Background: an optimization exercise with open tools, aiming at small area, a short achievable clock period and few clock cycles. Do not read the settings as production practice.
The RTL was checked by simulation tests, not by an equivalence proof against the original design.
Power figures rest on the tool's default switching activity, not on a simulated workload.

## flow/config.mk

```make
export PLATFORM = sky130hd
export DESIGN_NAME = top_proc
export DESIGN_NICKNAME = top_proc
export VERILOG_FILES = /design/flow/design.v
export SDC_FILE = /design/flow/constraint.sdc
export NUM_CORES = 8
export LEC_CHECK = 0
export CAP_MARGIN = 20
export CORE_MARGIN = 2
export CORE_UTILIZATION = 40
export SLEW_MARGIN = 20
```

## flow/constraint.sdc

```tcl
create_clock -name core_clock -period 12.0 [get_ports {clk}]
set_input_delay 2.4000 -clock core_clock [delete_from_list [all_inputs] [get_ports {clk}]]
set_output_delay 2.4000 -clock core_clock [all_outputs]
set_load 0.01 [all_outputs]
```

## flow/design.v

```verilog
module alu(input [31:0] op1,
           input [31:0] op2x,          
           input [4:0]  shamt,         
           input sub,
           input sel_add, sel_slt, sel_xor, sel_or, sel_and, sel_sll, sel_sr,
           input arith,                
           output [31:0] result);
wire [31:0] g0 = op1 & op2x;
wire [31:0] p0 = op1 ^ op2x;
wire [31:0] G [0:5];
wire [31:0] P [0:5];
assign G[0] = {g0[31:1], g0[0] | (p0[0] & sub)};
assign P[0] = p0;
genvar l, i;
generate for (l = 0; l < 5; l = l + 1) begin : lv
  for (i = 0; i < 32; i = i + 1) begin : bt
    if (i >= (1 << l)) begin : pr
      assign G[l+1][i] = G[l][i] | (P[l][i] & G[l][i - (1 << l)]);
      assign P[l+1][i] = P[l][i] & P[l][i - (1 << l)];
    end else begin : pa
      assign G[l+1][i] = G[l][i];
      assign P[l+1][i] = P[l][i];
    end
  end
end endgenerate
wire [31:0] carry = {G[5][30:0], sub};
wire [31:0] add_hi = {32{sel_add}} & ~p0;
wire [31:0] add_lo = {32{sel_add}} & p0;
wire [31:0] sum_sel;
generate for (i = 0; i < 32; i = i + 1) begin : sm
  assign sum_sel[i] = carry[i] ? add_hi[i] : add_lo[i];
end endgenerate
wire slt_hi = sel_slt & op1[31] & op2x[31];
wire slt_lo = sel_slt & (op1[31] | op2x[31]);
wire lt_sel = carry[31] ? slt_hi : slt_lo;
wire [31:0] shl = op1 << shamt;
wire signed [32:0] sext = {arith & op1[31], op1};
wire [32:0] shr_x = sext >>> shamt;
wire [31:0] shr = shr_x[31:0];
assign result = sum_sel
              | {31'b0, lt_sel}
              | ({32{sel_xor}} & p0)
              | ({32{sel_or}}  & (op1 | op2x))
              | ({32{sel_and}} & g0)
              | ({32{sel_sll}} & shl)
              | ({32{sel_sr}}  & shr);
endmodule
module regfile
             #(parameter DATAWIDTH = 32)
              (input clk, write,
               input [3:0] read1_hi,
               input [7:0] read1_lo,
               input [3:0] read2_hi,
               input [7:0] read2_lo,
               input [4:0] writeReg,
               input [DATAWIDTH-1:0] writeData,
               output reg [DATAWIDTH-1:0] readData1,
               output reg [DATAWIDTH-1:0] readData2);
reg [DATAWIDTH-1:0] register[31:1];  
always @(posedge clk)
     if(write && writeReg != 5'd0)
          register[writeReg] <= writeData;
integer g, j;
reg [DATAWIDTH-1:0] grp1 [0:3];
reg [DATAWIDTH-1:0] grp2 [0:3];
always @(*) begin
     for (g = 0; g < 4; g = g + 1) begin
          grp1[g] = {DATAWIDTH{1'b0}};
          grp2[g] = {DATAWIDTH{1'b0}};
          for (j = 0; j < 8; j = j + 1)
               if (g * 8 + j != 0) begin
                    grp1[g] = grp1[g] | ({DATAWIDTH{read1_lo[j]}} & register[g * 8 + j]);
                    grp2[g] = grp2[g] | ({DATAWIDTH{read2_lo[j]}} & register[g * 8 + j]);
               end
     end
     readData1 = {DATAWIDTH{1'b0}};
     readData2 = {DATAWIDTH{1'b0}};
     for (g = 0; g < 4; g = g + 1) begin
          readData1 = readData1 | ({DATAWIDTH{read1_hi[g]}} & grp1[g]);
          readData2 = readData2 | ({DATAWIDTH{read2_hi[g]}} & grp2[g]);
     end
end
endmodule
module add13(input [12:0] a, b, output [12:0] s, output c);
wire [12:0] G [0:4];
wire [12:0] P [0:4];
assign G[0] = a & b;
assign P[0] = a ^ b;
genvar l, i;
generate for (l = 0; l < 4; l = l + 1) begin : lv
  for (i = 0; i < 13; i = i + 1) begin : bt
    if (i >= (1 << l)) begin : pr
      assign G[l+1][i] = G[l][i] | (P[l][i] & G[l][i - (1 << l)]);
      assign P[l+1][i] = P[l][i] & P[l][i - (1 << l)];
    end else begin : pa
      assign G[l+1][i] = G[l][i];
      assign P[l+1][i] = P[l][i];
    end
  end
end endgenerate
assign s = P[0] ^ {G[4][11:0], 1'b0};
assign c = G[4][12];
endmodule
module pcnext(input take, c, input [18:0] hi_c1, hi_c0, input [12:2] lo_t,
              input [31:2] other, output [31:2] y);
assign y = take ? {c ? hi_c1 : hi_c0, lo_t} : other;
endmodule
module altsel(input p, c, input [31:0] pcv, input [18:0] hi_c1, hi_c0, input [12:0] lo,
              output [31:0] y);
assign y = p ? pcv : {c ? hi_c1 : hi_c0, lo};
endmodule
module ipred(input v, input [31:0] w, output p);
assign p = v & (w[6:0] == 7'b1100011) & ((w[19:15] == w[24:20]) | w[31]);
endmodule
module datapath
             #(parameter [31:0] INITIAL_PC = 32'h00400000)
              (input clk,rst,
               input [31:0] instr,
               input [31:0] dReadData,
               output reg [31:0] PC,
               output reg [31:0] dAddress,
               output reg [31:0] dWriteData,
               output reg MemWrite,MemRead);
localparam [6:0] OP_R = 7'b0110011, OP_I = 7'b0010011, OP_L = 7'b0000011,
                 OP_S = 7'b0100011, OP_B = 7'b1100011;
reg [31:0] pc_i;       
reg        v_i;        
reg        v_d;
reg [31:0] ir_d;
reg [31:0] alt_d;    
reg [3:0]  rs1_hi_d, rs2_hi_d;    
reg [7:0]  rs1_lo_d, rs2_lo_d;
reg        v_e, we_e, ld_e, st_e, br_e, pred_e;
reg [4:0]  rd_e, sh_e;
reg [31:0] a_e, bx_e, s_e;    
reg        sub_e, sel_add_e, sel_slt_e, sel_xor_e, sel_or_e, sel_and_e, sel_sll_e, sel_sr_e, arith_e;
reg        we_m, ld_m;
reg [4:0]  rd_m;
reg        we_w, ld_w;
reg [4:0]  rd_w;
reg [31:0] res_w;
wire [6:0] opc_d = ir_d[6:0];
wire d_r = opc_d == OP_R;
wire d_i = opc_d == OP_I;
wire d_l = opc_d == OP_L;
wire d_s = opc_d == OP_S;
wire d_b = opc_d == OP_B;
wire [4:0] rs1_d = ir_d[19:15];
wire [4:0] rs2_d = ir_d[24:20];
wire [4:0] rd_d  = ir_d[11:7];
wire [2:0] f3_d  = ir_d[14:12];
wire [6:0] f7_d  = ir_d[31:25];
wire use1_d = d_r | d_i | d_l | d_s | d_b;
wire use2_d = d_r | d_s | d_b;
wire wr_d   = (d_r | d_i | d_l) & (rd_d != 5'd0);
wire [31:0] imm_i = {{20{ir_d[31]}}, ir_d[31:20]};
wire [31:0] imm_s = {{20{ir_d[31]}}, ir_d[31:25], ir_d[11:7]};
wire [31:0] imm_d = d_s ? imm_s : imm_i;
wire alu_d = d_r | d_i;
wire op_slt = alu_d & (f3_d == 3'b010);
wire op_xor = alu_d & (f3_d == 3'b100);
wire op_or  = alu_d & (f3_d == 3'b110);
wire op_and = alu_d & (f3_d == 3'b111);
wire op_sll = alu_d & (f3_d == 3'b001);
wire op_srl = alu_d & (f3_d == 3'b101) & (f7_d == 7'b0000000);
wire op_sra = alu_d & (f3_d == 3'b101) & (f7_d == 7'b0100000);
wire op_sub = alu_d & (f3_d == 3'b000) & (f7_d == 7'b0100000);
wire op_add = ~(op_slt | op_xor | op_or | op_and | op_sll | op_srl | op_sra);
wire sub_d  = op_sub | op_slt;
wire pred_d   = d_b & ((rs1_d == rs2_d) | ir_d[31]);
wire [31:0] wdata_w = ld_w ? dReadData : res_w;
wire [31:0] rf1, rf2;
regfile R_F(.clk(clk), .write(we_w),
            .read1_hi(rs1_hi_d), .read1_lo(rs1_lo_d), .read2_hi(rs2_hi_d), .read2_lo(rs2_lo_d),
            .writeReg(rd_w), .writeData(wdata_w), .readData1(rf1), .readData2(rf2));
wire [31:0] alu_out;
alu A_L_U(.op1(a_e), .op2x(bx_e), .shamt(sh_e), .sub(sub_e),
          .sel_add(sel_add_e), .sel_slt(sel_slt_e), .sel_xor(sel_xor_e), .sel_or(sel_or_e),
          .sel_and(sel_and_e), .sel_sll(sel_sll_e), .sel_sr(sel_sr_e), .arith(arith_e),
          .result(alu_out));
wire eq_e = (a_e == s_e);    
wire mispredict = v_e & br_e & (eq_e != pred_e);
reg f1_e, f1_m, f1_w, f2_e, f2_m, f2_w;
wire s1_e  = f1_e;
wire s1_m  = ~f1_e & f1_m;
wire s1_ld = ~f1_e & ~f1_m & f1_w & ld_w;
wire s1_rw = ~f1_e & ~f1_m & f1_w & ~ld_w;
wire s1_rf = ~f1_e & ~f1_m & ~f1_w;
wire s2_e  = f2_e;
wire s2_m  = ~f2_e & f2_m;
wire s2_ld = ~f2_e & ~f2_m & f2_w & ld_w;
wire s2_rw = ~f2_e & ~f2_m & f2_w & ~ld_w;
wire s2_rf = ~f2_e & ~f2_m & ~f2_w;
wire [31:0] rs1_old = ({32{s1_m}} & dAddress) | ({32{s1_rw}} & res_w) | ({32{s1_rf}} & rf1);
wire [31:0] rs2_old = ({32{s2_m}} & dAddress) | ({32{s2_rw}} & res_w) | ({32{s2_rf}} & rf2);
wire [31:0] rs1_v = ({32{s1_e}} & alu_out) | ({32{s1_ld}} & dReadData) | rs1_old;
wire [31:0] rs2_v = ({32{s2_e}} & alu_out) | ({32{s2_ld}} & dReadData) | rs2_old;
wire        bx_e_alu = d_r & s2_e;
wire        bx_ld    = d_r & s2_ld;
wire [31:0] bx_old   = d_b ? alt_d : d_r ? rs2_old : imm_d;
wire [31:0] bx_pre   = ({32{bx_e_alu}} & alu_out) | ({32{bx_ld}} & dReadData) | bx_old;
wire [31:0] bx_d     = bx_pre ^ {32{sub_d}};
wire stall_d = v_d & ((use1_d & ((f1_e & ld_e) | (f1_m & ld_m))) |
                      (use2_d & ((f2_e & ld_e) | (f2_m & ld_m))));
reg  [18:0] hi_p1_i, hi_m1_i;      
wire        i_pred;
ipred I_PRED(.v(v_i), .w(instr), .p(i_pred));
wire [12:0] i_imm_lo = {instr[31], instr[7], instr[30:25], instr[11:8], 1'b0};
wire [12:0] i_lo;
wire        i_c13;                   
add13 I_ADD(.a(pc_i[12:0]), .b(i_imm_lo), .s(i_lo), .c(i_c13));
wire        refetch  = stall_d & v_i;
wire        take_i   = i_pred & ~rst & ~mispredict & ~refetch;
wire        redirect = mispredict | refetch | i_pred;
wire [31:0] pc_other = rst ? INITIAL_PC : mispredict ? bx_e : refetch ? pc_i : PC + 32'd4;
wire [18:0] hi_c1    = instr[31] ? pc_i[31:13] : hi_p1_i;
wire [18:0] hi_c0    = instr[31] ? hi_m1_i : pc_i[31:13];
wire [31:0] pc_nx;
wire [31:0] alt_i;
altsel ALT_I(.p(i_pred), .c(i_c13), .pcv(PC), .hi_c1(hi_c1), .hi_c0(hi_c0), .lo(i_lo), .y(alt_i));
pcnext PC_NX(.take(take_i), .c(i_c13), .hi_c1(hi_c1), .hi_c0(hi_c0), .lo_t(i_lo[12:2]),
             .other(pc_other[31:2]), .y(pc_nx[31:2]));
assign pc_nx[1:0] = take_i ? i_lo[1:0] : pc_other[1:0];
always @(posedge clk) begin
     PC <= pc_nx;
     if (rst)
          v_i <= 1'b0;
     else
          v_i <= ~redirect;
     pc_i    <= PC;
     hi_p1_i <= PC[31:13] + 19'd1;
     hi_m1_i <= PC[31:13] - 19'd1;
end
always @(posedge clk) begin
     if (rst | mispredict)
          v_d <= 1'b0;
     else if (~stall_d)
          v_d <= v_i;
     if (stall_d) begin
          f1_e <= 1'b0;
          f1_m <= f1_e;
          f1_w <= f1_m;
          f2_e <= 1'b0;
          f2_m <= f2_e;
          f2_w <= f2_m;
     end else begin
          f1_e <= v_d & wr_d & (instr[19:15] == rd_d);
          f1_m <= v_e & we_e & (instr[19:15] == rd_e);
          f1_w <= we_m & (instr[19:15] == rd_m);
          f2_e <= v_d & wr_d & (instr[24:20] == rd_d);
          f2_m <= v_e & we_e & (instr[24:20] == rd_e);
          f2_w <= we_m & (instr[24:20] == rd_m);
     end
     if (~stall_d) begin
          ir_d     <= instr;
          alt_d    <= alt_i;
          rs1_hi_d <= 4'b1 << instr[19:18];
          rs1_lo_d <= 8'b1 << instr[17:15];
          rs2_hi_d <= 4'b1 << instr[24:23];
          rs2_lo_d <= 8'b1 << instr[22:20];
     end
end
always @(posedge clk) begin
     if (rst | mispredict | stall_d)
          v_e <= 1'b0;
     else
          v_e <= v_d;
     we_e      <= wr_d;
     ld_e      <= d_l;
     st_e      <= d_s;
     br_e      <= d_b;
     pred_e    <= pred_d;
     rd_e      <= rd_d;
     a_e       <= rs1_v;
     bx_e      <= bx_d;
     s_e       <= rs2_v;
     sub_e     <= sub_d;
     sel_add_e <= op_add | op_sub;
     sel_slt_e <= op_slt;
     sel_xor_e <= op_xor;
     sel_or_e  <= op_or;
     sel_and_e <= op_and;
     sel_sll_e <= op_sll;
     sel_sr_e  <= op_srl | op_sra;
     arith_e   <= op_sra;
     if (op_sll | op_srl | op_sra)
          sh_e <= bx_pre[4:0];
end
always @(posedge clk) begin
     if (rst) begin
          MemRead  <= 1'b0;
          MemWrite <= 1'b0;
          we_m     <= 1'b0;
     end else begin
          MemRead  <= v_e & ld_e;
          MemWrite <= v_e & st_e;
          we_m     <= v_e & we_e;
     end
     ld_m       <= ld_e;
     rd_m       <= rd_e;
     dAddress   <= alu_out;
     dWriteData <= s_e;
end
always @(posedge clk) begin
     if (rst)
          we_w <= 1'b0;
     else
          we_w <= we_m;
     ld_w  <= ld_m;
     rd_w  <= rd_m;
     res_w <= dAddress;
end
endmodule
module top_proc
             #(parameter INITIAL_PC = 32'h00400000)
              (input clk,rst,
               input [31:0] instr,
               input [31:0] dReadData,
               output [31:0] PC,
               output [31:0] dAddress,
               output [31:0] dWriteData,
               output MemWrite,MemRead);
datapath #(.INITIAL_PC(INITIAL_PC)) D_P(
    .clk(clk), .rst(rst), .instr(instr), .dReadData(dReadData),
    .PC(PC), .dAddress(dAddress), .dWriteData(dWriteData),
    .MemWrite(MemWrite), .MemRead(MemRead));
endmodule
```

## flow/flow/run.sh

```bash
#!/bin/bash
# Layout flow: the standard ORFS flow (standard.sh, with its synthesis
# script synth_recipe.tcl) with these changes to how the layout is made; the
# clock period and constraints are the design's.
#  - synthesis: no full/half-adder cell extraction (ADDER_MAP_FILE empty), and
#    the four small fetch modules (add13, pcnext, ipred, altsel) are mapped on their
#    own before the design is flattened, so the late instruction input stays
#    near the end of the next-PC logic; the registers are the same as the
#    standard synthesis's
#  - repair_timing asks for 8.3 ns of setup slack (more than the clock needs),
#    so it keeps improving the critical paths; cells may change footprint
#  - 60% core utilisation; clock tree sinks clustered by up to 25 within
#    100 um; port buffers are buf_2 cells
set -euo pipefail
bash standard.sh \
  ADDER_MAP_FILE= \
  "SYNTH_KEEP_MODULES=add13 pcnext ipred altsel" \
  SETUP_SLACK_MARGIN=8.3 \
  MATCH_CELL_FOOTPRINT=0 \
  CORE_UTILIZATION=60 \
  CTS_CLUSTER_SIZE=25 \
  CTS_CLUSTER_DIAMETER=100 \
  "BUFFER_PORTS_ARGS=-buffer_cell sky130_fd_sc_hd__buf_2" \
  finish > flow_standard.log 2>&1
```

## flow/standard.sh

```bash
#!/bin/bash
# synth_recipe.tcl (not shown) runs the flow's synth.tcl, then flattens the netlist and writes it again
# the make line also repeats each setting of config.mk as NAME=value (left out here)
make -C /OpenROAD-flow-scripts/flow DESIGN_CONFIG=/design/flow/config.mk WORK_HOME=/design/flow/orfs CLKGATE_MAP_FILE= SYNTH_SCRIPT=/design/flow/synth_recipe.tcl "${@:-finish}"
```

==> impl_metrics.yaml, run 1 <==
cts:
  root_buffer: "clkbuf_16"
  cts-buffers-inserted: 67
  cts.sink_count: 1422
  clkTransAtPathRegs_ps: 100
  clk_latency_ps: 700
  holdBufCountCts: 0
  clockBufferDepth: 3
  tritoncts: "yes"
  cts_max_level: 3
setup_path:
  crit_path_end_kind: "register"
  cp_cell_sequence: "buf_8, a22oi_2, a31oi_4, buf_6, o31ai_4, a21oi_2, maj3_2, xnor2_2, mux2_4"
  r2r_slack_ps: 8190
  crit_arrival_ps: 4300
  reg2reg_depth: 9
  r2r-start: "D_P.f2_e"
  crit_type: "in2reg"
  crit_fanout: 5
  reg2reg_to: "D_P.bx_e[24]"
  critPathSlowestCell: "o31ai_4"
  cpPeakStageDelay_ps: 360
  critPathLaunchType: "primary input"
  cp_data_required_time_ps: 12450
synthesis:
  synth_edf_count: 1087
  async_flop_share_pct: 0
  netlist_area_mm2: 0.0655
  yosysSeqAreaShare_pct: 60.0
  synth.most_common_cell: "edfxtp_1"
  syn_avg_cell_area_um2: 12.1
  synth_cell_type_count: 93
  ys_ff_latch: 1422
  postSynthCellCount: 5435
  synth_area_leaders: "edfxtp_1 50%, a22oi_1 12%, dfxtp_1 10%"
  synth-main-ff-cell: "edfxtp_1"
  ys_warn_count: 6
  yosys-top-cells-count: "1087 x edfxtp_1, 1004 x a22oi_1, 379 x clkbuf_1, 335 x dfxtp_1, 280 x nand2_1"
  synth_top_area_cell: "edfxtp_1"
  synth_top_area_share_pct: 49.8
detailed_routing:
  via_count: 53159
  first_pass_iters: 9
  post-route-drc-count: 0
  viasPerCell: 7.80
  wl_per_cell_um: 38.3
  drt_iter0_markers: 10733
  drtAntennaViolNets: 0
  wl_um: 261000
min_path:
  hold_end: "D_P.ld_w"
  hp-class: "reg2reg"
  hold_path_depth: 0
  min_from: "D_P.ld_m"
floorplanning:
  die_w_um: 335
  ioPinCount: 164
  die_y_um: 335
  die-area_mm2: 0.112
  core_mm2: 0.109
  rows: 121
  start_util_pct: 60.4
placement:
  gp_congestion: 1.03
  place_ws_ps: 6560
  port_buffers: 163
  dp_hpwl_um: 150000
  dpl_cell_area_mm2: 0.0679
  numPlacedInstances: 6665
finish:
  multi_input_area_mm2: 0.0249
  drive_above_1_share_pct: 14.7
  utilization_pct: 65.5
  n_fill_cell: 8155
  final_area_mm2: 0.0711
  layout.cells.non_filler: 6813
  regArea_mm2: 0.0395
  syn_to_final_growth_pct: 8.50
  nets: 5442
power:
  power.density_mw_per_mm2: 147
  p_leak_nw: 23.1
  vdd_drop_max_mv: 0.180
  totalPowerFinal_mw: 10.5
sta:
  grt_setup_unrepaired: "true"
  max_freq_mhz: 260
  max_slew_margin_pct: 20.9
  post-route-min-period_ps: 3840
  fin_tns_setup_ps: 0
  whs_ps: 374
  skew_ps: 45.0
  tightest_slew_ps: 1190
  slew_violations: 0
  finalHoldViolCount: 0
  fin_ws_ps: 8160
  period_share_pct: 32.0
  finalSetupViolations: 0
global_route:
  gr-total-overflow: 0
  gr-usage-all-layers_pct: 45.2
  antenna_found_initial: 10
  grt_max_degree: 100
  grt_pass1_wl_um: 361000
  grt_pass1_vias: 49304
job:
  drv_cap: 0
outcome:
  status: "no timing/DRC/antenna violations"
## flip-flops by register name (all words and copies together), names as in the netlist, 5 cells and up
| register | count |
|---|---|
| D_P.R_F.register | 992 |
| D_P.PC | 32 |
| D_P.rd_m | 5 |
| D_P.sh_e | 5 |
| D_P.hi_m1_i | 18 |
| D_P.dWriteData | 32 |
| D_P.s_e | 32 |
| D_P.rd_w | 5 |
| D_P.a_e | 32 |
| D_P.rs1_lo_d | 8 |
| D_P.rd_e | 5 |
| D_P.hi_p1_i | 19 |
| D_P.bx_e | 32 |
| D_P.alt_d | 32 |
| D_P.res_w | 32 |
| D_P.pc_i | 32 |
| D_P.rs2_lo_d | 8 |
| D_P.ir_d | 32 |
| D_P.dAddress | 32 |
## metal layers
layer  up-vias  part of all wire, %  GRT usage, %
li1      21460                    -             -
met1     25862                   36          63.3
met2      4973                   41          63.3
met3       854                   17          14.6
met4        10                  6.2          23.1
met5         -                0.026             0
## layout make-up
cell class | instances | share of cell area, %
clock inverters | 7 | 0.137
flip-flops and latches | 1422 | 55.6
well taps | 1414 | 2.49
multi-input cells | 3465 | 35.0
clock buffers | 84 | 2.51
diodes | 1 | 0.00352
repair buffers | 357 | 3.91
inverters | 63 | 0.334
## worst max-delay path, delay by kind of cell
kind	cells	cell delay, ps
xor gates and xnor gates	1	140
buffers and inverters	2	240
AOI/OAI and AO/OA	4	920
adders and majority gates	1	340
muxes	1	260
## where the power goes
| part | internal (mW) | total, mW | leakage (nW) | switching [mW] |
|---|---|---|---|---|
| registers | 5.81 | 6.08 | 12.7 | 0.270 |
| clock network | 1.07 | 2.63 | 0.914 | 1.56 |
| logic | 0.510 | 1.75 | 9.42 | 1.24 |
## what timing repair did
item,4_1_cts,5_1_grt
gates resized for setup,189,85
endpoints found under the hold margin,0,0
setup endpoints to repair,198,178
cloned,7,2
setup buffers,21,26
pin swaps,17,33
## how the worst max path moves through the flow
stage / from / endpoint / depth (start not counted)
after floorplan: instr[25] / D_P.alt_d[29] / 11
after global placement: instr[15] / D_P.PC[7] / 7
after detailed placement: instr[15] / D_P.PC[7] / 7
after CTS: instr[27] / D_P.alt_d[22] / 10
after global routing: instr[9] / D_P.alt_d[7] / 9
final: instr[9] / D_P.alt_d[7] / 9
## kinds of logic after synthesis
kind of cell | synth area share, %
multiplexers | 4.52
flip-flops | 60.0
AO/OA/AOI/OAI | 21.0
adder cells (fa/ha/maj) | 0.283
AND/OR/NAND/NOR | 7.46
buffers and inverters | 3.34
other | 0.00572
XOR/XNOR | 3.37
## layout by cell type (no fill, tap or decap), drive strengths merged, types with 37 or more instances in the layout
| cell | n |
|---|---|
| xor2 | 88 |
| a222oi | 64 |
| inv | 63 |
| nor2 | 268 |
| nand3 | 105 |
| dfxtp | 335 |
| a31oi | 38 |
| xnor2 | 164 |
| a21oi | 263 |
| o21ai | 208 |
| buf | 345 |
| clkbuf | 96 |
| nand4 | 208 |
| a221oi | 61 |
| mux2 | 96 |
| nand2 | 280 |
| a22oi | 1005 |
| a221o | 37 |
| mux2i | 121 |
| edfxtp | 1087 |
## Yosys stat by module (local to each module, per instance)
module,times used,cells,flip-flops and latches,cell area [µm²]
altsel,1,78,0,621
top_proc,1,5181,1422,63600
add13,1,91,0,643
pcnext,1,75,0,536
ipred,1,10,0,93.8
Testbench counts, summed over its fixed seeds: cycles 37,429.
==> run 2, diff against run 1 <==
--- a/flow/design.v
+++ b/flow/design.v
@@ -82,4 +82,8 @@
 end
 endmodule
+module pfx1(input gh, ph, gl, pl, output g, p);
+assign g = gh | (ph & gl);
+assign p = ph & pl;
+endmodule
 module add13(input [12:0] a, b, output [12:0] s, output c);
 wire [12:0] G [0:4];
@@ -91,6 +95,6 @@
   for (i = 0; i < 13; i = i + 1) begin : bt
     if (i >= (1 << l)) begin : pr
-      assign G[l+1][i] = G[l][i] | (P[l][i] & G[l][i - (1 << l)]);
-      assign P[l+1][i] = P[l][i] & P[l][i - (1 << l)];
+      pfx1 C(.gh(G[l][i]), .ph(P[l][i]), .gl(G[l][i - (1 << l)]), .pl(P[l][i - (1 << l)]),
+             .g(G[l+1][i]), .p(P[l+1][i]));
     end else begin : pa
       assign G[l+1][i] = G[l][i];
==> flow/flow/run.sh (replaced) <==
#!/bin/bash
# Layout flow: the standard ORFS flow (standard.sh, with its synthesis
# script synth_recipe.tcl) with these changes to how the layout is made; the
# clock period and constraints are the design's.
#  - synthesis: no full/half-adder cell extraction (ADDER_MAP_FILE empty), and
#    the small fetch modules (add13 and its pfx1 cells, pcnext, ipred, altsel)
#    are mapped on their own before the design is flattened, so the late
#    instruction input stays near the end of the next-PC logic; the registers
#    are the same as the standard synthesis's
#  - repair_timing asks for 8.3 ns of setup slack (more than the clock needs),
#    so it keeps improving the critical paths; cells may change footprint
#  - 60% core utilisation, placement density 0.70; clock tree sinks clustered
#    by up to 25 within 100 um; port buffers are buf_2 cells
set -euo pipefail
bash standard.sh \
  ADDER_MAP_FILE= \
  "SYNTH_KEEP_MODULES=add13 pcnext ipred altsel pfx1" \
  SETUP_SLACK_MARGIN=8.3 \
  MATCH_CELL_FOOTPRINT=0 \
  CORE_UTILIZATION=60 \
  PLACE_DENSITY=0.70 \
  CTS_CLUSTER_SIZE=25 \
  CTS_CLUSTER_DIAMETER=100 \
  "BUFFER_PORTS_ARGS=-buffer_cell sky130_fd_sc_hd__buf_2" \
  finish > flow_standard.log 2>&1
==> run 2 against run 1 <==
  * Still clean on timing, DRC and antenna
  * Synthesized cell count up 0.18%
  * Die area up 0.15%
  * Hold slack better by 3.9 ps
  * Flip-flop and latch count unchanged
  * Combinational power about the same
  * Maximum frequency up 1.9%
  * Largest power group unchanged
==> impl_metrics.yaml, run 2 <==
global_route:
  grt_busiest_layer: "met1"
  gr-total-overflow: 0
  grt_max_degree: 109
  grt_pass1_vias: 49301
  grtUsageMet1_pct: 63.3
  met2_usage_pct: 61.6
  gr-usage-all-layers_pct: 44.6
  grt_pass1_wl_um: 358000
  antenna_found_initial: 10
  met3_usage_pct: 13.7
setup_path:
  critPathLaunchType: "register"
  crit_path_frequent_cell: "a21oi_1"
  critPathSlowestCell: "buf_4"
  crit_fanout: 91
  critPathBufInv: 2
  crit_type: "reg2reg"
  cp_data_required_time_ps: 12570
  crit_arrival_ps: 4340
  critPathTopFamily: "compound AO/OA/AOI/OAI gates"
  cp_cell_sequence: "buf_12, buf_4, a22oi_1, nand4_1, a22oi_1, a21oi_1, a221o_1, o22ai_1, a21oi_1, a21oi_1, xnor2_1"
  crit_path_end_kind: "register"
  cpPeakStageDelay_ps: 660
cts:
  tritoncts: "yes"
  clockBufferDepth: 3
  holdBufCountCts: 0
  cts.sink_count: 1422
  root_buffer: "clkbuf_16"
  clk_latency_ps: 700
  clkTransAtPathRegs_ps: 110
  cts-buffers-inserted: 67
  cts_max_level: 3
placement:
  gp_congestion: 1.03
  dpl_cell_area_mm2: 0.0680
  dp_hpwl_um: 152000
  place_ws_ps: 7000
  port_buffers: 163
  numPlacedInstances: 6675
floorplanning:
  start_util_pct: 60.4
  ioPinCount: 164
  die-area_mm2: 0.112
  die_w_um: 335
  die_y_um: 335
  core_mm2: 0.109
  rows: 121
sta:
  period_share_pct: 31.4
  fin_ws_ps: 8230
  max_slew_margin_pct: 19.7
  whs_ps: 378
  slew_violations: 0
  tightest_slew_ps: 1200
  post-route-min-period_ps: 3770
  max_freq_mhz: 265
  finalHoldViolCount: 0
  grt_setup_unrepaired: "true"
  skew_ps: 26.9
  fin_tns_setup_ps: 0
  finalSetupViolations: 0
synthesis:
  netlist_area_mm2: 0.0656
  ys_warn_count: 6
  postSynthCellCount: 5445
  syn_avg_cell_area_um2: 12.1
min_path:
  hp-class: "reg2reg"
finish:
  largest_register: "D_P.R_F.register"
  syn_to_final_growth_pct: 8.86
  layout.cells.most_common: "edfxtp_1"
  drive_above_1_share_pct: 15.0
  final_cell_mix: "1087 x edfxtp_1, 1004 x a22oi_1, 270 x nand2_1, 254 x a21oi_1, 236 x dfxtp_1"
  utilization_pct: 65.7
  layout.cells.non_filler: 6843
  nets: 5466
  final_area_mm2: 0.0715
  largest_reg_flops: 992
detailed_routing:
  wl_per_cell_um: 37.7
  viasPerCell: 7.85
  drt_iter0_markers: 10866
  wl_um: 258000
  via_count: 53706
  post-route-drc-count: 0
  drtAntennaViolNets: 0
  first_pass_iters: 9
power:
  p_leak_nw: 23.6
  vdd_drop_max_mv: 0.126
  power.density_mw_per_mm2: 147
  totalPowerFinal_mw: 10.5
job:
  drv_cap: 0
outcome:
  status: "no timing/DRC/antenna violations"
## run 2: changes by cell type in the layout (fill, tap and decap cells not counted), sizes merged, moves of 4 or more
cell    delta
xor2      +15
nand2      -9
a21o      +37
maj3       -4
clkbuf     +8
and2      +36
a31oi      -4
nor2       -7
inv        -4
xnor2     -14
a21oi      -7
## run 2: area by class of cell
class / count / area [µm²]
antenna: 2 / 5.00
clock buffer: 90 / 1830
clock inverter: 6 / 88.8
fill: 8144 / 37200
inverter: 62 / 241
multi-input combinational: 3485 / 25100
sequential: 1422 / 39600
tap: 1414 / 1770
timing repair buffer: 362 / 2830
## run 2: repair_timing
item | in CTS | in global routing
pin swaps | 4 | 7
cloned | 8 | 7
buffers inserted | 13 | 39
setup endpoints to repair | 204 | 142
hold endpoints to repair | 0 | 0
resized for setup | 165 | 122
## run 2: worst paths after layout
kind | from | end | slack, ps | cells past startpoint
max reg2reg | D_P.rs2_lo_d[1] | D_P.bx_e[8] | 8230 | 11
min reg2reg | D_P.s_e[12] | D_P.dWriteData[12] | 380 | 0
max | D_P.rs2_lo_d[1] | D_P.bx_e[8] | 8230 | 11
min | D_P.s_e[12] | D_P.dWriteData[12] | 380 | 0
## run 2: metal layers
metal	vias to the layer above	part of all wire, %
met5	-	0.045
met4	16	6.3
met3	911	17
met2	5310	41
met1	25939	35
li1	21530	-
## run 2: report_power, final
| group | switching (mW) | total [mW] | internal, mW |
|---|---|---|---|
| clock network | 1.57 | 2.66 | 1.09 |
| logic | 1.23 | 1.74 | 0.513 |
| registers | 0.273 | 6.09 | 5.82 |
| total | 3.07 | 10.5 | 7.42 |
Testbench counts of run 2, summed over its fixed seeds: cycles 37,429.
==> run 3, diff against run 2 <==
--- a/flow/flow/run.sh
+++ b/flow/flow/run.sh
@@ -8,7 +8,7 @@
 #    instruction input stays near the end of the next-PC logic; the registers
 #    are the same as the standard synthesis's
-#  - repair_timing asks for 8.3 ns of setup slack (more than the clock needs),
+#  - repair_timing asks for 8.4 ns of setup slack (more than the clock needs),
 #    so it keeps improving the critical paths; cells may change footprint
-#  - 60% core utilisation, placement density 0.70; clock tree sinks clustered
+#  - 60% core utilisation; clock tree sinks clustered
 #    by up to 25 within 100 um; port buffers are buf_2 cells
 set -euo pipefail
@@ -16,8 +16,7 @@
   ADDER_MAP_FILE= \
   "SYNTH_KEEP_MODULES=add13 pcnext ipred altsel pfx1" \
-  SETUP_SLACK_MARGIN=8.3 \
+  SETUP_SLACK_MARGIN=8.4 \
   MATCH_CELL_FOOTPRINT=0 \
   CORE_UTILIZATION=60 \
-  PLACE_DENSITY=0.70 \
   CTS_CLUSTER_SIZE=25 \
   CTS_CLUSTER_DIAMETER=100 \
==> run 3 against run 2 <==
  * Critical endpoint is now PC[0]
  * Total power up 2.3%
  * Setup slack lost 6.7 ps
  * Flip-flop and latch count unchanged
  * Hold slack got worse by 6.3 ps
  * Via count increased by 0.57%
  * Wire length rose by 2.7%
  * First-iteration DRC count decreased by 7.4%
  * Largest cell class unchanged
  * Sequential share of layout area decreased by 1.1 points
  * Cell count increased by 1.1%
  * Maximum frequency fell by 0.18%
  * Still clean on timing, DRC and antenna
  * Core utilization increased by 1.5 points
==> impl_metrics.yaml, run 3 <==
setup_path:
  critPathLaunchType: "register"
  crit_fanout: 2
  cp_cell_sequence: "buf_2"
  critPathBufInv: 1
  crit_type: "reg2out"
  crit_cells: 1
  r2r_slack_ps: 8260
  crit_arrival_ps: 1380
  critPathSlowestCell: "edfxtp_1"
  reg2reg_depth: 12
  cpPeakStageDelay_ps: 480
  cp_data_required_time_ps: 9600
  crit_path_end_kind: "primary output"
  r2r-start: "D_P.rs2_lo_d[4]"
  reg2reg_to: "D_P.bx_e[31]"
  critPathTopFamily: "flip-flops"
sta:
  finalSetupViolations: 0
  max_freq_mhz: 265
  grt_setup_unrepaired: "true"
  max_slew_margin_pct: 15.5
  period_share_pct: 31.5
  finalHoldViolCount: 0
  post-route-min-period_ps: 3780
  skew_ps: 32.9
  slew_violations: 0
  fin_tns_setup_ps: 0
  tightest_slew_ps: 1260
finish:
  largest_reg_flops: 992
  final_cell_mix: "1087 x edfxtp_1, 1003 x a22oi_1, 269 x nand2_1, 241 x a21oi_1, 226 x dfxtp_1"
  drive_above_1_share_pct: 16.9
  n_fill_cell: 8008
  largest_register: "D_P.R_F.register"
  nets: 5538
  utilization_pct: 67.2
  layout.cells.most_common: "edfxtp_1"
  syn_to_final_growth_pct: 11.3
cts:
  clkTransAtPathRegs_ps: 110
  holdBufCountCts: 0
  cts-buffers-inserted: 69
  cts.sink_count: 1422
  tritoncts: "yes"
  cts_max_level: 3
  clockBufferDepth: 3
  clk_latency_ps: 710
  root_buffer: "clkbuf_16"
synthesis:
  ys_warn_count: 6
  postSynthCellCount: 5445
  netlist_area_mm2: 0.0656
  syn_avg_cell_area_um2: 12.1
placement:
  gp_congestion: 1.06
  port_buffers: 163
  dp_hpwl_um: 151000
power:
  netSwitchingPower_mw: 3.15
  clkPwrFrac_pct: 25.5
  power.density_mw_per_mm2: 147
  totalPowerFinal_mw: 10.7
  power_frac_seq_pct: 56.6
  combPwrFrac_pct: 17.9
  p_leak_nw: 24.2
  sw_frac_of_total_pct: 29.4
  internal_power_mw: 7.58
  vdd_drop_max_mv: 0.164
detailed_routing:
  post-route-drc-count: 0
  wl_per_cell_um: 38.3
  viasPerCell: 7.81
  via_count: 54013
  drtAntennaViolNets: 0
  wl_um: 265000
  first_pass_iters: 7
  drt_iter0_markers: 10065
floorplanning:
  core_mm2: 0.109
  die_w_um: 335
  die-area_mm2: 0.112
  rows: 121
  start_util_pct: 60.4
  ioPinCount: 164
  die_y_um: 335
global_route:
  gr-total-overflow: 0
  gr-usage-all-layers_pct: 45.9
  grt_pass1_wl_um: 366000
  grt_max_degree: 101
  antenna_found_initial: 6
  grt_pass1_vias: 50408
min_path:
  hp-class: "reg2reg"
  hold_path_depth: 0
  hold_end: "D_P.ld_w"
  min_from: "D_P.ld_m"
job:
  drv_cap: 0
outcome:
  status: "no timing/DRC/antenna violations"
## run 3: layout make-up
class | count | area [µm²] | share of cell area (%)
sequential | 1422 | 39700 | 54.3
multi-input combinational | 3485 | 25400 | 34.7
timing repair buffer | 432 | 3960 | 5.43
clock buffer | 91 | 1870 | 2.56
tap | 1414 | 1770 | 2.42
inverter | 62 | 234 | 0.320
clock inverter | 10 | 156 | 0.214
antenna | 3 | 7.51 | 0.0103
## run 3: metrics by stage
stage	hold WS, ps	worst slack (ps)	cell area [µm²]	cells
6_report	372	8220	73000	6919
5_1_grt	373	8210	73000	6916
4_1_cts	370	8250	72100	6883
3_5_place_dp	356	6780	68000	6688
3_3_place_gp	349	6790	68000	6686
2_1_floorplan	350	7990	65800	5446
## run 3: layer usage
layer | vias to the layer above | global-route usage [%] | wire length, µm
met1 | 26226 | 63.4 | 94300
met3 | 1008 | 14.7 | 43700
met5 | - | 0.304 | 106
met4 | 12 | 24.0 | 17300
li1 | 21696 | - | -
met2 | 5071 | 64.8 | 110000
## run 3: power groups by stage
stage,combinational (mW),clock (mW),sequential (mW)
finish,1.92,2.73,6.07
global route,1.99,2.89,6.07
CTS,1.78,2.72,6.05
detailed placement,1.60,0,6.17
global placement,1.58,0,6.16
floorplan,0.924,0,6.03
## run 3: how the worst max path moves through the flow
stage | startpoint | end
floorplan | instr[9] | D_P.alt_d[29]
global placement | instr[20] | D_P.PC[10]
detailed placement | instr[31] | D_P.PC[10]
CTS | D_P.PC[0] | PC[0]
global route | D_P.PC[0] | PC[0]
finish | D_P.PC[0] | PC[0]
## run 3: timing repair
action                                  4_1_cts  5_1_grt
endpoints found under the setup margin      232      181
pin swaps                                     6       21
buffers inserted                             81       26
resized for setup                           334      145
hold endpoints to repair                      0        0
gates cloned                                 13        6
## run 3: worst register-to-register path, cell delays in order, from the launching register on
cell and delay, ps:
edfxtp_1 340, buf_4 470, buf_12 420, buf_6 430
a22oi_1 140, nand4_1 130, a22oi_1 120, a21oi_2 410
a221o_1 340, o21ai_0 130, a21oi_1 440, a221o_1 200
xor2_1 130

[afterwards: timing with drivers on the ports]
No port has a modelled driver above. Below, the same layouts with a new extraction and two added sets of constraints. Step 1, drivers: a clkbuf_16 drives clk and a buf_2 each remaining input, both assumed. Step 2 adds t to the input delays and takes it off the output delays; t is the mean of the earliest and latest rising clock arrival at the registers after step 1. Input paths then give back, and output paths get back, about the clock's delay inside the block. a / b / c = no drivers / after step 1 / after step 2; a / b = the first two.
run | t (ns) | slack for setup (ns) | worst setup path at the end | slew at the worst register clock pin (ns)
run 1 | 0.753 | 8.155 / 8.170 / 7.417 | input to register | 0.12 / 0.12
run 2 | 0.764 | 8.227 / 8.179 / 7.643 | input to register | 0.11 / 0.11
run 3 | 0.774 | 8.220 / 8.139 / 7.615 | input to register | 0.12 / 0.12
After both steps setup and hold are still met in every run listed. The setup slack of run 1, which loses most, moves by +0.015 ns with the drivers and by -0.738 ns with both steps.
